Source: an optimization exercise on an open RTL-to-GDS flow (aim: small area and a short achievable clock period). Production flows keep margins and buffers that such runs may drop. No run shown here included a check of the RTL's function; only the layout flow was run. No activity file was given, so power comes from the tool's default toggle rates.

==> flow/design.v (outline; a module is shown in full before it is edited, if it fits) <==
// module fpmul_sa: 1583 lines
// module fpmul_sb: 464 lines
// module fpmul_fa: 6 lines
// module fpmul_xnor: 5 lines
// module fpmul_or: 5 lines
// module fpmul_sc: 9 lines
// module fpmul_pipe: 27 lines
module fpmul_pipe (clk, oprA, oprB, Result);
  // ...
==> flow/flow/run.sh <==
#!/bin/bash
# The standard layout, except that the port buffers are buf_4 cells rather than the
# clkdlybuf4s50_1 delay cells buffer_ports picks by default.
set -euo pipefail
export BUFFER_PORTS_ARGS="-buffer_cell sky130_fd_sc_hd__buf_4"
bash standard.sh finish > orfs_flow.log 2>&1
==> flow/standard.sh <==
#!/bin/bash
# synth_recipe.tcl (not shown) runs the flow's synth.tcl, then flattens the netlist and writes it again
# the make line also repeats each setting of config.mk as NAME=value (left out here)
make -C /OpenROAD-flow-scripts/flow DESIGN_CONFIG=/design/flow/config.mk WORK_HOME=/design/flow/orfs CLKGATE_MAP_FILE= SYNTH_SCRIPT=/design/flow/synth_recipe.tcl "${@:-finish}"
==> flow/config.mk <==
export PLATFORM = sky130hd
export DESIGN_NAME = fpmul_pipe
export DESIGN_NICKNAME = fpmul_pipe
export VERILOG_FILES = /design/flow/design.v
export SDC_FILE = /design/flow/constraint.sdc
export NUM_CORES = 4
export LEC_CHECK = 0
export CAP_MARGIN = 20
export CORE_MARGIN = 2
export CORE_UTILIZATION = 40
export SETUP_SLACK_MARGIN = 5
export SLEW_MARGIN = 20
export SYNTH_HIERARCHICAL = 1
export SYNTH_MINIMUM_KEEP_SIZE = 0
==> flow/constraint.sdc <==
create_clock -name core_clock -period 9.5 [get_ports {clk}]
set_input_delay 1.9000 -clock core_clock [delete_from_list [all_inputs] [get_ports {clk}]]
set_output_delay 1.9000 -clock core_clock [all_outputs]
set_load 0.01 [all_outputs]
==> summary.txt, run 1 <==
Post-synth top cells: nand2_1, fa_1, dfxtp_1
final worst-path setup slack: 5.02 ns
startpoint types: input pin
busiest grt layer: met2
clock share of power: 9.6%
Critical Path RT: 9.84 ns
WL/cell: 22.0 um
FMAX: 0.223 GHz
Root Driver: clkbuf_16
clock buffers: 18
YS warnings: 7
number of synthesized flops with an enable pin: 0
Tightest Pin Transition: 0.725 ns
CP Cell Sequence: buf_4 > nand2_1 > fa_2 > fa_1 > fa_1 > fa_1 > fa_2
first-pass GRT wire length: 81800 um
# rows: 81
worst min-delay path class: register to register
met2 usage: 34.9%
Layout Skew: 0.0133 ns
complex-gate fraction of the synthesized area: 2.79%
P_comb: 5.02 mW
drt first-iter violations: 834
Worst-path clk slew: 0.07 ns
FF+latch count, synth: 160
Die Area: 0.0509 sq mm
fraction of area in registers: 15.6%
Synth Area in XOR/XNOR: 4.06%
Main synth FF type: dfxtp_1
Setup Buffers After CTS: 0
via density per instance: 5.30
asr flop ratio synth: 0%
status: timing/DRC/antenna clean
final worst-path cycle share: 47.1%
gr usage total: 21.8%
cell type taking the most area: multi-input combinational cells
Synth Cell Area: 0.0196 sq mm
Synth top area share: 49.5%
==> run 2, diff against run 1 <==
--- a/flow/config.mk
+++ b/flow/config.mk
@@ -9,4 +9,5 @@
 export CORE_MARGIN = 2
 export CORE_UTILIZATION = 40
+export CTS_BUF_LIST = sky130_fd_sc_hd__clkbuf_4 sky130_fd_sc_hd__clkbuf_8
 export SETUP_SLACK_MARGIN = 5
 export SLEW_MARGIN = 20
==> run 2 against run 1 <==
Still clean. Combinational power hardly changed. Die area stayed put. Register-to-register slack worse by 0.05 ns. Fmax is 0.92% higher. Area after synthesis stayed put. Critical path type unchanged. Critical endpoint is now r1_q[68]. Largest power group unchanged.
==> summary.txt, run 2 <==
status: timing/DRC/antenna clean (unchanged)
number of synthesized flops with an enable pin: 0 (unchanged)
final worst-path setup slack: 5.07 ns (was 5.02 ns)
arrival time of the worst setup path: 4.84 ns (was 4.82 ns)
Root Driver: clkbuf_8 (was clkbuf_16)
layout cells sized above 1: 16.4% (was 16.3%)
Nets: 2333 (unchanged)
CTS tree: done (unchanged)
via density per instance: 5.27 (was 5.30)
Fin. Hold Viols: 0 (unchanged)
# rows: 81 (unchanged)
FMAX: 0.225 GHz (was 0.223 GHz)
CP Capture Type: register (unchanged)
Worst path max stage delay: 0.51 ns (was 0.58 ns)
dpl ws: 4.54 ns (unchanged)
Netlist cell types: 58 (unchanged)
# hold bufs at CTS: 0 (unchanged)
gr usage total: 21.7% (was 21.8%)
syn avg cell area: 10.6 sq um (unchanged)
top-count cell post-synth: nand2_1 (unchanged)
Crit path top cell by count: fa_2 (was fa_1)
P per Cell Area: 334 mW/mm^2 (was 339 mW/mm^2)
delay-heaviest family, CP: adder cells (unchanged)
DR pass1 iterations: 5 (was 7)
area leader, netlist: fa_1 (unchanged)
post-route setup TNS: 0 ns (unchanged)
first-pass GRT wire length: 81700 um (was 81800 um)
CP Cell Sequence: buf_4 > nand2_1 > fa_2 > fa_2 > fa_1 > fa_2 > fa_1 > or2_1 (was buf_4 > nand2_1 > fa_2 > fa_1 > fa_1 > fa_1 > fa_2)
Synth Instances: 1851 (unchanged)
hpwl dp: 36800 um (unchanged)
final std cells w/o fill: 2365 (was 2364)
Peak VDD IR: 328 uV (about the same)
Fillers: 4638 (was 4599)
drt first-iter violations: 894 (was 834)
RSZ-0062 raised after global routing: false (unchanged)
vias after detailed routing: 12469 (was 12531)
worst min-delay path class: register to register (unchanged)
Tightest Pin Transition: 0.781 ns (was 0.725 ns)
Hold Path Cell Cnt: 0 (unchanged)
Max Cap Violations: 0 (unchanged)
Main synth FF type: dfxtp_1 (unchanged)
Synth area leaders: fa_1, dfxtp_1, nand2_1, buf_4, ha_1 (unchanged)
Layout Skew: 0.0191 ns (was 0.0133 ns)
Final Critical Period: 4.43 ns (was 4.48 ns)
# H-tree levels: 4 (unchanged)
drt drc: 0 (unchanged)
Worst Path Buf+Inv: 1 (unchanged)
Critical Path RT: 9.91 ns (was 9.84 ns)
I/O pin cnt: 97 (unchanged)
Die Area: 0.0509 sq mm (unchanged)
YS warnings: 7 (unchanged)
clk buf depth: 2 (unchanged)
Die Wd: 226 um (unchanged)
initial antenna violation count: 2 (was 1)
max-slew violations: 0 (unchanged)
worst-path fanout max: 25 (was 24)
Clock Sink Count: 160 (unchanged)
WL/cell: 22.0 um (about the same)
most frequent cells in the layout: nand2_1, fa_1, dfxtp_1 (unchanged)
commonest non-fill, non-tap cell in the layout: nand2_1 (unchanged)
Core ar.: 0.0486 sq mm (unchanged)
Rel. slew slack: 47.4% (was 51.1%)
Pleak: 7.30 nW (was 7.39 nW)
Area growth syn-to-layout: 3.68% (was 4.74%)
sequential element share of the synthesized area: 16.3% (unchanged)
WP depth: 8 (was 7)
Post-synth top cells: nand2_1, fa_1, dfxtp_1 (unchanged)
Synth top area share: 49.5% (unchanged)
Worst R2R Path Depth: 11 (unchanged)
Final setup viols: 0 (unchanged)
Die Height: 226 um (unchanged)
FF+latch count, synth: 160 (unchanged)
Synth Cell Area: 0.0196 sq mm (unchanged)
final worst-path cycle share: 46.7% (was 47.1%)
largest net degree at the start of global routing: 26 (unchanged)
Initial Utilization: 40.3% (unchanged)
Final GP Congestion: 0.864 (unchanged)
Skew-Pair Late Insertion Delay: 0.53 ns (was 0.46 ns)
DRT antenna net count: 0 (unchanged)
dpl cells: 2332 (unchanged)
Worst-path clk slew: 0.09 ns (was 0.07 ns)
Detailed Route WL: 51900 um (was 52000 um)
GRT Residual Overflow: 0 (unchanged)
Top reg by flops: r1_q (unchanged)
asr flop ratio synth: 0% (unchanged)
Largest register FFs: 117 (unchanged)
count of input and output buffers: 96 (unchanged)
startpoint types: input pin (unchanged)
slowest CP cell: fa_1 (unchanged)
number of global-route vias before repair: 14415 (was 14422)
crit path kind: input pin to register (unchanged)
total CTS buffers: 17 (unchanged)
biggest regs: r1_q (117), p2_q (25) (unchanged)
## run 2: per-layer routing
layer  track usage (%)  wire length (um)  share of wire [%]  up-vias
met1              28.1             21500                 42     6544
li1                  -                 -                  -     5272
met5                 0                 0                  0        -
met3              5.97              4310                8.3      102
met4              8.14              1510                2.9        0
met2              34.9             24500                 47      551
## run 2: layout make-up
cell class                      count  area [sq um]  area share [%]
Clock inverter                     14           126           0.621
Multi-Input combinational cell   1392         15000            73.9
Timing Repair Buffer               96           721            3.54
Inverter                           62           233            1.14
Clock buffer                       18           241            1.19
Sequential cell                   160          3200            15.7
Tap cell                          622           778            3.82
Antenna cell                        1          2.50          0.0123
## run 2: Yosys stat by module, one instance, submodules excluded
module | flip-flops and latches | area [sq um] | cells inside | copies in the design
fpmul_or | 0 | 6.26 | 1 | 58
fpmul_sb | 0 | 1680 | 216 | 1
fpmul_sc | 0 | 414 | 42 | 1
fpmul_fa | 0 | 20.0 | 1 | 482
fpmul_sa | 0 | 3810 | 835 | 1
fpmul_xnor | 0 | 8.76 | 1 | 58
fpmul_pipe | 160 | 3200 | 160 | 1
## run 2: path summary, 6_finish.rpt
kind,slack [ns],from,endpoint
max,5.07,oprA[2],r1_q[68]
max reg2reg,5.15,r1_q[38],p2_q[13]
min reg2reg,0.33,e1_q[0],e2_q[0]
min,0.33,e1_q[0],e2_q[0]
## run 2: worst reg2reg max path: stages (launching register included)
cell,delay (ns)
dfxtp_1,0.33
fa_1,0.56
fa_1,0.43
ha_1,0.33
nand4_1,0.27
nor3_1,0.65
o211ai_1,0.23
a21boi_1,0.50
o21ai_0,0.43
nand2b_1,0.24
a21oi_1,0.11
xor2_1,0.15
## run 2: cells by family after synthesis
family / after synthesis / synth area share (%)
fa+ha+maj: 540 / 53.0
other cells: 1 / 0.0191
mux: 23 / 1.32
xor+xnor: 91 / 4.06
buf+inv: 300 / 8.57
compound gates: 74 / 2.79
flops: 160 / 16.3
simple gates: 662 / 14.0
## run 2: power by group
part,switching [mW],leakage [nW],internal (mW)
Clock,0.301,0.189,0.193
Sequential,0.195,1.35,1.09
Combinational,2.71,5.77,2.31
Total,3.20,7.30,3.60
## run 2: timing repair
action,4_1_cts,5_1_grt
buffers inserted,0,0
resized for setup,1,0
setup endpoints to repair,3,0
## run 2: metrics by stage
stage / hold slack (ns) / power [mW] / instance area [sq um] / util, %
4_1_cts: 0.336 / 6.86 / 20300 / 41.8
6_report: 0.334 / 6.80 / 20400 / 41.8
2_1_floorplan: 0.310 / 6.56 / 20400 / -
3_5_place_dp: 0.312 / 6.33 / 20000 / 41.1
3_3_place_gp: 0.310 / 6.20 / 20000 / 41.1
5_1_grt: 0.345 / 7.54 / 20400 / 41.8

## port drivers added, routing unchanged
In the flow no input, the clock included, has a driving cell. The finished layouts below were timed again as built, in two steps.
Step 1 sets driving cells, clkbuf_16 on the clock port and buf_2 on the other inputs (assumed; they add their load-dependent delay and slew).
Step 2 adds t to the input delays and takes it off the output delays; t is the mean of the earliest and latest rising clock arrival at the registers after step 1. Input paths then give back, and output paths get back, about the clock's delay inside the block.
Slacks: no drivers / after step 1 / after step 2; pairs: no drivers / after step 1.
| run | t, ns | slack for setup (ns) | worst setup path after step 2 | cell pins on the clock port's net |
|---|---|---|---|---|
| run 1 | 0.508 | 5.024 / 5.040 / 4.532 | input to register | 1 |
| run 2 | 0.571 | 5.065 / 5.076 / 4.505 | input to register | 1 |
After both steps every run listed still meets setup and hold. For run 2, which loses most, drivers alone change the setup slack by +0.011 ns; drivers and shift together by -0.560 ns.
